Background: an optimization exercise with open tools, aiming at small area, a short achievable clock period and few clock cycles. Do not read the settings as production practice. Function was checked by simulation only, so behaviour that the tests miss may differ from the original. Power figures rest on the tool's default switching activity, not on a simulated workload.

the reference run:
Design processing_element_avalon_interface, start of the top module:
module processing_element_avalon_interface (
    input csi_clockreset_clk,
    input csi_clockreset_reset_n,
    input [7:0] avs_s1_address,
    input avs_s1_read,
    input avs_s1_write,
    input [31:0] avs_s1_writedata,
    output reg [31:0] avs_s1_readdata
);
Size: roughly 680 cells after synthesis, about 76 I/O pins, roughly 9700 um^2 of cells after synthesis.
export LEC_CHECK = 0
export CAP_MARGIN = 20
export CORE_MARGIN = 2
export CORE_UTILIZATION = 40
export CTS_BUF_LIST = sky130_fd_sc_hd__clkbuf_8
export CTS_CLUSTER_SIZE = 10
export SLEW_MARGIN = 20
export SYNTH_HIERARCHICAL = 1
export SYNTH_MINIMUM_KEEP_SIZE = 0
create_clock -name core_clock -period 12.5 [get_ports {csi_clockreset_clk}]
standard.sh (not shown) runs the stock make flow with config.mk's settings and CLKGATE_MAP_FILE= SYNTH_SCRIPT=/design/flow/synth_recipe.tcl, a recipe that flattens the netlist after the stock synthesis.
==> flow/flow/run.sh <==
#!/bin/bash
# Standard ORFS layout, with repair_timing asked to leave extra setup slack so
# that the fixed input/output paths are built fast, and a clock tree of
# small leaves without dummy loads. The SDC is the standard flow's own.
set -euo pipefail
bash standard.sh SETUP_SLACK_MARGIN=7 MATCH_CELL_FOOTPRINT=0 \
  "BUFFER_PORTS_ARGS=-buffer_cell sky130_fd_sc_hd__buf_2" \
  "CTS_ARGS=-sink_clustering_enable -repair_clock_nets -sink_clustering_size 8 -buf_list {sky130_fd_sc_hd__clkbuf_4 sky130_fd_sc_hd__clkbuf_8} -dont_use_dummy_load" \
  finish > standard_flow.log 2>&1
No stage failed in the reference run, and the final checks on the layout all came back clean.
Testbench counts of the reference run, summed over its fixed seeds: cycles 36,800.
For the trial run, these inputs were changed with respect to the reference run:
==> flow/flow/run.sh <==
#!/bin/bash
# Standard ORFS layout, with repair_timing asked to leave extra setup slack so
# that the fixed input/output paths are built fast, and a clock tree of
# clkbuf_8 leaves without dummy loads. The SDC is the standard flow's own.
set -euo pipefail
bash standard.sh SETUP_SLACK_MARGIN=7 MATCH_CELL_FOOTPRINT=0 \
  "BUFFER_PORTS_ARGS=-buffer_cell sky130_fd_sc_hd__buf_2" \
  "CTS_ARGS=-sink_clustering_enable -repair_clock_nets -sink_clustering_size 10 -buf_list sky130_fd_sc_hd__clkbuf_8 -dont_use_dummy_load" \
  finish > standard_flow.log 2>&1
Findings:
On period utilization, the trial run and the reference run are neck and neck. Fraction of the mapped netlist area in compound gates came out exactly the same in the trial run and the reference run. As far as xor-xnor portion of the synthesized cell area goes, the trial run and the reference run are indistinguishable; the numbers are identical.

---

processing_element_avalon_interface, a different RTL version from the one above (not shown whole).
Size: about 680 cells after synthesis, about 200 flip-flops, ~76 I/O pins.
## processing_element_avalon_interface
module processing_element_avalon_interface (
    input csi_clockreset_clk,
    input csi_clockreset_reset_n,
    input [7:0] avs_s1_address,
    input avs_s1_read,
    input avs_s1_write,
    input [31:0] avs_s1_writedata,
    output reg [31:0] avs_s1_readdata
);
clock: 12.5 ns
lec_check: 0
cap_margin: 20
core_margin: 2
core_utilization: 50
cts_buf_list: sky130_fd_sc_hd__clkbuf_8
cts_cluster_size: 10
slew_margin: 20
synth_hierarchical: 1
synth_minimum_keep_size: 0
==> flow/flow/run.sh <==
#!/bin/bash
# Standard ORFS layout, with repair_timing asked to leave extra setup slack so
# that the fixed input/output paths are built fast, and a clock tree of
# clkbuf_8 leaves without dummy loads. The SDC is the standard flow's own.
set -euo pipefail
bash standard.sh SETUP_SLACK_MARGIN=7 MATCH_CELL_FOOTPRINT=0 \
  "BUFFER_PORTS_ARGS=-buffer_cell sky130_fd_sc_hd__buf_2" \
  "CTS_ARGS=-sink_clustering_enable -repair_clock_nets -sink_clustering_size 10 -buf_list sky130_fd_sc_hd__clkbuf_8 -dont_use_dummy_load" \
  finish > standard_flow.log 2>&1
The baseline finished clean.
Testbench counts at the start, summed over its fixed seeds: cycles 36,800.
Then changed:
--- a/flow/flow/run.sh
+++ b/flow/flow/run.sh
@@ -8 +8 @@
-  "CTS_ARGS=-sink_clustering_enable -repair_clock_nets -sink_clustering_size 10 -buf_list sky130_fd_sc_hd__clkbuf_8 -dont_use_dummy_load" \
+  "CTS_ARGS=-sink_clustering_enable -repair_clock_nets -sink_clustering_size 20 -sink_clustering_max_diameter 80 -buf_list sky130_fd_sc_hd__clkbuf_8 -dont_use_dummy_load" \
--- a/flow/config.mk
+++ b/flow/config.mk
@@ -10 +10 @@
-export CORE_UTILIZATION = 50
+export CORE_UTILIZATION = 40
Outcome:
- routed wire length decreases by about 2.5%
- utilization came out lower by 13 points
- power came out lower by about 0.9%
- design area shrinks by about 2.5%
- worst setup slack improved by 19 ps
- die area is higher by about 24%
- clock-buffer cell count does not change
- via count drops by 0.99%
- fmax grows by 0.32%
- cell count went up by about 5%

---

## v42
processing_element_avalon_interface with an RTL version that a note above also has.
Size in the first run: about 680 cells after synthesis, about 76 I/O pins, about 0.0097 mm² of cells after synthesis.
export LEC_CHECK = 0
export CAP_MARGIN = 20
export CORE_MARGIN = 2
export CORE_UTILIZATION = 40
export CTS_BUF_LIST = sky130_fd_sc_hd__clkbuf_8
export CTS_CLUSTER_SIZE = 10
export SLEW_MARGIN = 20
export SYNTH_HIERARCHICAL = 1
export SYNTH_MINIMUM_KEEP_SIZE = 0
create_clock -name core_clock -period 12.5 [get_ports {csi_clockreset_clk}]
==> flow/flow/run.sh <==
#!/bin/bash
# Standard ORFS layout, with repair_timing asked to leave extra setup slack so
# that the fixed input/output paths are built fast. The SDC is the standard flow's own.
set -euo pipefail
bash standard.sh SETUP_SLACK_MARGIN=6.5 MATCH_CELL_FOOTPRINT=0 \
  "BUFFER_PORTS_ARGS=-buffer_cell sky130_fd_sc_hd__buf_2" finish > standard_flow.log 2>&1
Testbench counts of v42, summed over its fixed seeds: cycles 36,800.
### v42 -> v43
--- a/flow/flow/run.sh
+++ b/flow/flow/run.sh
@@ -4,3 +4,3 @@
 set -euo pipefail
-bash standard.sh SETUP_SLACK_MARGIN=6.5 MATCH_CELL_FOOTPRINT=0 \
+bash standard.sh SETUP_SLACK_MARGIN=7 MATCH_CELL_FOOTPRINT=0 \
   "BUFFER_PORTS_ARGS=-buffer_cell sky130_fd_sc_hd__buf_2" finish > standard_flow.log 2>&1
## What came out
Compare v42 and v43 | total power higher: v42. Sort v42 and v43 by share of post-route cells with drive strength above 1, ascending, and v43 comes first. | count of cell instances traversed by the critical path | lower: v43 |. Compared with v42, v43 shows a area growth from synthesis to final layout that is 2.9 points lower. Taking v42 as the reference, in v43 die boundary height saw little to no change; detailed router's first-iteration violation count -0.83%; final area fell 2.5%; clock edge transition at the registers on the reported setup and hold paths has remained practically unchanged; global routing met2 resource utilization lower. Higher slew at the pin closest to its max-slew limit among v42 and v43: v43.
What v44 does differently from v43 at the input level:
- clearing CTS_CLUSTER_SIZE, which used to be 10
- clearing CTS_BUF_LIST, which used to be sky130_fd_sc_hd__clkbuf_8
==> summary.txt <==
Between v44 and v43, the area growth from synthesis to layout is higher for v44. Relative to v43, clock skew has decreased by 0.013 ns in v44. Clock distribution power on v44 is up relative to v43. Summary of v44 over v43: wire length went up; via count went up about 0.6%; largest driver fanout on the critical path has remained practically unchanged; count of clock-buffer cells in the layout has remained practically unchanged; setup slack of the critical path after layout did not really move. Diff v43 -> v44 | cell area | up slightly. Between v44 and v43, it is v44 whose total power draw is higher, by 140 µW. Sort v44 and v43 by register share of the cell area, ascending, and v44 comes first.

afterwards: timing with drivers on the ports:
Ports are ideal in the flow. The routed layouts listed here were re-timed in OpenROAD.
Step 1: set_driving_cell puts a clkbuf_16 on csi_clockreset_clk and a buf_2 on each other input, an assumption about the parent block.
Step 2 adds t to the input delays and takes it off the output delays; t is the mean of the earliest and latest rising clock arrival at the registers after step 1. Input paths then give back, and output paths get back, about the clock's delay inside the block.
Slacks: ideal / step 1 / step 2; pairs: ideal / step 1.
| run | shift t [ns] | setup WS [ns] | clock arrival spread, ns | worst data-port slew with drivers (ns) |
|---|---|---|---|---|
| the reference run | 0.481 | 6.518 / 6.482 / 6.482 | 0.034 / 0.034 | 0.05 |
| the trial run | 0.481 | 6.518 / 6.482 / 6.482 | 0.034 / 0.034 | 0.05 |
| the first run of note 2 | 0.478 | 6.510 / 6.452 / 6.452 | 0.042 / 0.041 | 0.08 |
| the second run of note 2 | 0.479 | 6.529 / 6.508 / 6.508 | 0.029 / 0.029 | 0.04 |
| v42 | 0.496 | 6.459 / 6.421 / 6.421 | 0.017 / 0.018 | 0.05 |
| v43 | 0.500 | 6.516 / 6.482 / 6.482 | 0.027 / 0.027 | 0.05 |
| v44 | 0.477 | 6.517 / 6.483 / 6.483 | 0.014 / 0.014 | 0.05 |
After both steps setup and hold are still met in every run listed. For the first run of note 2, which loses most, drivers alone change the setup slack by -0.058 ns; drivers and shift together by -0.058 ns.
